This is an optimization exercise on Yosys and OpenROAD, whose aim is small area, a short achievable clock period and few clock cycles per item, not a production implementation. Function was checked by simulation only, so behaviour that the tests miss may differ from the original.

Setup of the reference run:
// mod_mul64_module
module mod_mul64_module
#(
    parameter A_WIDTH = 64,
    parameter B_WIDTH = 64,
    parameter N_WIDTH = 64
)
(
    input clk,
    input rst,
    input start,
    input [A_WIDTH-1:0] A,
    input [B_WIDTH-1:0] B,
    input [N_WIDTH-1:0] N,
    output [N_WIDTH-1:0] P,
    output done
);
    localparam W = 66;
    localparam IDLE = 3'd0;
    localparam NORM = 3'd1;
    localparam LOOP = 3'd2;
    localparam CONV = 3'd3;
    localparam SHR  = 3'd4;
    reg [2:0] state;
    reg done_reg;
    reg [5:0] sc;
    reg [6:0] cnt;
    reg b_cur;       
    reg b_nxt;       
    reg b_nn;        
    reg md2;         
    reg md1;         
    reg mdh;         
    reg cadd;        
    reg cv;          
    reg q_a1;        
    reg q_a2;        
    reg q_s1;        
    reg q_s2;        
    reg neg;         
    reg [7:0] u4;    
    reg [63:0] n_reg;
    reg [7:0] v2;    
    reg [7:0] v1;    
    reg [7:0] v0;    
    reg [7:0] vm1;   
    reg [4:0] a5;    
    reg [5:0] a15;   
    reg [W-1:0] S, C;
    wire ml = md2;
    wire hold = md1;
    wire [W-1:0] s_in = ({W{md2}} & {S[W-2:0], 1'b0})
                      | ({W{hold}} & S)
                      | ({W{mdh}} & {1'b0, S[W-1:1]});
    wire [W-1:0] c_in = ({W{md2}} & {C[W-2:0], 1'b0})
                      | ({W{hold | mdh}} & C);
    wire [W-1:0] n1 = {2'b00, n_reg};
    wire [W-1:0] n2 = {1'b0, n_reg, 1'b0};
    wire [W-1:0] y = (({W{q_a1 | q_s1}} & n1) | ({W{q_a2 | q_s2}} & n2)) ^ {W{neg}};
    wire [W-1:0] s1 = s_in ^ c_in ^ y;
    wire [W-1:0] maj1 = (s_in & c_in) | (s_in & y) | (c_in & y);
    wire [W-1:0] c1 = {maj1[W-2:0], neg};
    wire xb = ml & b_cur;
    wire [W-1:0] x = {2'b00, {64{xb}} & A};
    wire [W-1:0] s2 = s1 ^ c1 ^ x;
    wire [W-1:0] maj2 = (s1 & c1) | (s1 & x) | (c1 & x);
    wire [W-1:0] c2 = {maj2[W-2:0], 1'b0};
    always @(posedge clk) begin
  ...
Size in the first run: about 280 flip-flops, about 260 I/O pins, about 0.018 sq mm of cells after synthesis.
==> flow/config.mk <==
export PLATFORM = sky130hd
export DESIGN_NAME = mod_mul64_module
export DESIGN_NICKNAME = mod_mul64_module
export VERILOG_FILES = /design/flow/design.v
export SDC_FILE = /design/flow/constraint.sdc
export NUM_CORES = 4
export LEC_CHECK = 0
export CAP_MARGIN = 20
export CORE_MARGIN = 2
export CORE_UTILIZATION = 40
export CTS_BUF_LIST = sky130_fd_sc_hd__clkbuf_4 sky130_fd_sc_hd__clkbuf_8
export SETUP_SLACK_MARGIN = 3.0
export SLEW_MARGIN = 20
export TNS_END_PERCENT = 3
export BUFFER_PORTS_ARGS = -buffer_cell sky130_fd_sc_hd__buf_1
export CTS_ARGS = -sink_clustering_enable -repair_clock_nets -dont_use_dummy_load -sink_clustering_size 14 -sink_clustering_max_diameter 70 -buf_list {sky130_fd_sc_hd__clkbuf_4 sky130_fd_sc_hd__clkbuf_8}
==> flow/constraint.sdc <==
create_clock -name core_clock -period 6.0 [get_ports {clk}]
set_input_delay 1.2000 -clock core_clock [delete_from_list [all_inputs] [get_ports {clk}]]
set_output_delay 1.2000 -clock core_clock [all_outputs]
set_load 0.01 [all_outputs]
standard.sh (not shown) runs the stock make flow with config.mk's settings and CLKGATE_MAP_FILE= SYNTH_SCRIPT=/design/flow/synth_recipe.tcl, a recipe that flattens the netlist after the stock synthesis.
==> flow/flow/run.sh <==
#!/bin/bash
# The standard layout (the standard.sh) with two changes:
#  - plain buf_1 cells as the port buffers instead of clkdlybuf4s50_1;
#  - clock tree synthesis without dummy loads, with sink clusters of at most
#    14 flip-flops within 70 um (the standard flow's arguments otherwise).
# The make output goes to standard.log; ORFS keeps each step's log under
# orfs/logs.
set -e
cat >> config.mk <<'CFG'
export BUFFER_PORTS_ARGS = -buffer_cell sky130_fd_sc_hd__buf_1
export CTS_ARGS = -sink_clustering_enable -repair_clock_nets -dont_use_dummy_load -sink_clustering_size 14 -sink_clustering_max_diameter 70 -buf_list {sky130_fd_sc_hd__clkbuf_4 sky130_fd_sc_hd__clkbuf_8}
CFG
bash standard.sh > standard.log 2>&1
Testbench counts of the reference run, summed over its fixed seeds: cycles 14,291, ops 192.
## Diff of input files: the trial run against the reference run
diff --git a/flow/design.v b/flow/design.v
--- a/flow/design.v
+++ b/flow/design.v
@@ -80,30 +80,36 @@
     sign3 u_sm1 (.a(e_s), .b(e_c), .k(vm1), .s(ltm1));
     wire ge2 = !lt2;
     wire ge1 = !lt1;
     wire ge0 = !lt0;
     wire gem1 = !ltm1;
     wire nq_s2 = ge2;
     wire nq_s1 = ge1 & !ge2;
     wire nq_a1 = gem1 & !ge0;
     wire nq_a2 = !gem1;
     wire u4_first = (state == NORM);
-    wire [7:0] u4_n = ({8{nq_a1 & !u4_first}} & {3'b000, n_next[63:59]})
-                    | ({8{nq_a2 & !u4_first}} & {2'b00, n_next[63:58]})
-                    | ({8{nq_s1 & !u4_first}} & {3'b111, ~n_next[63:59]})
-                    | ({8{nq_s2 | u4_first}} & {2'b11, ~n_next[63:58]});
-    reg [16:0] cz_grp;
-    integer g;
-    always @(posedge clk) begin
-        for (g = 0; g < 16; g = g + 1)
-            cz_grp[g] <= ~|c2[4*g +: 4];
-        cz_grp[16] <= ~|c2[W-1:64];
+    wire [7:0] u4_n = u4_first ? {2'b11, ~n_next[63:58]} :
+                      ({8{nq_a1}} & {3'b000, n_reg[63:59]})
+                    | ({8{nq_a2}} & {2'b00, n_reg[63:58]})
+                    | ({8{nq_s1}} & {3'b111, ~n_reg[63:59]})
+                    | ({8{nq_s2}} & {2'b11, ~n_reg[63:58]});
+    reg [8:0] cz_grp;
+    always @(posedge clk) begin
+        cz_grp[0] <= ~|c2[7:0];
+        cz_grp[1] <= ~|c2[15:8];
+        cz_grp[2] <= ~|c2[23:16];
+        cz_grp[3] <= ~|c2[31:24];
+        cz_grp[4] <= ~|c2[39:32];
+        cz_grp[5] <= ~|c2[47:40];
+        cz_grp[6] <= ~|c2[55:48];
+        cz_grp[7] <= ~|c2[63:56];
+        cz_grp[8] <= ~|c2[W-1:64];
     end
     wire c_zero = &cz_grp;
     wire fin = (state == CONV) && !cadd && c_zero;
     wire done_now = cv && c_zero && !S[W-1];
     wire [6:0] cnt_3 = cnt + 7'd3;
     wire b_n3 = !cnt_3[6] & B[~cnt_3[5:0]];
     wire last = (cnt == {1'b0, sc} + 7'd63);
     wire [63:0] n_next = (state == IDLE) ? N :
                          (state == NORM && !n_reg[63]) ? {n_reg[62:0], 1'b0} : n_reg;
     always @(posedge clk) begin
==> comparison <==
[compare] base=the reference run new=the trial run: count of different cell masters after synthesis lower; share of the clock period used by the worst path after layout lower. Re share of cell area taken by flip-flops and latches: the trial run and the reference run aren't equal, and the higher value belongs to the reference run. [compare] base=the reference run new=the trial run: data arrival time of the critical path shows a reduction of 100 ps. The maximum clock frequency of the trial run is higher than that of the reference run. The combined flip-flop and latch cell area of the trial run falls short of that of the reference run by about 2.7%. As far as horizontal die dimension is concerned, the reference run and the trial run perform about the same. The trial run: net count after synthesis 23 above the reference run. In the tables for the trial run and the reference run, multi-input logic cell count reads lower with the reference run. Taking the reference run over the trial run, the number of clock buffers inserted by TritonCTS ratio works out to 0.926.
Testbench counts of the trial run, summed over its fixed seeds: cycles 14,291, ops 192.

-- separate check: timing with driven ports --
The flow's constraints put no driver on any port. The routed layouts listed below were extracted and timed again, unchanged, in two steps.
Step 1, drivers: a clkbuf_16 drives clk and a buf_2 each remaining input, both assumed.
Step 2 times the ports against the registers' clock, not the clock port: input delays grow and output delays shrink by t, the midpoint of the rising clock arrivals with the driver on.
a / b / c = no drivers / after step 1 / after step 2; a / b = the first two.
run	t (ns)	setup slack, ns	worst setup path at the end	latest minus earliest clock arrival (ns)
the reference run	0.642	2.770 / 2.770 / 2.770	register to register	0.046 / 0.046
the trial run	0.639	2.838 / 2.820 / 2.838	register to register	0.091 / 0.091
After both steps setup and hold are still met in every run listed.
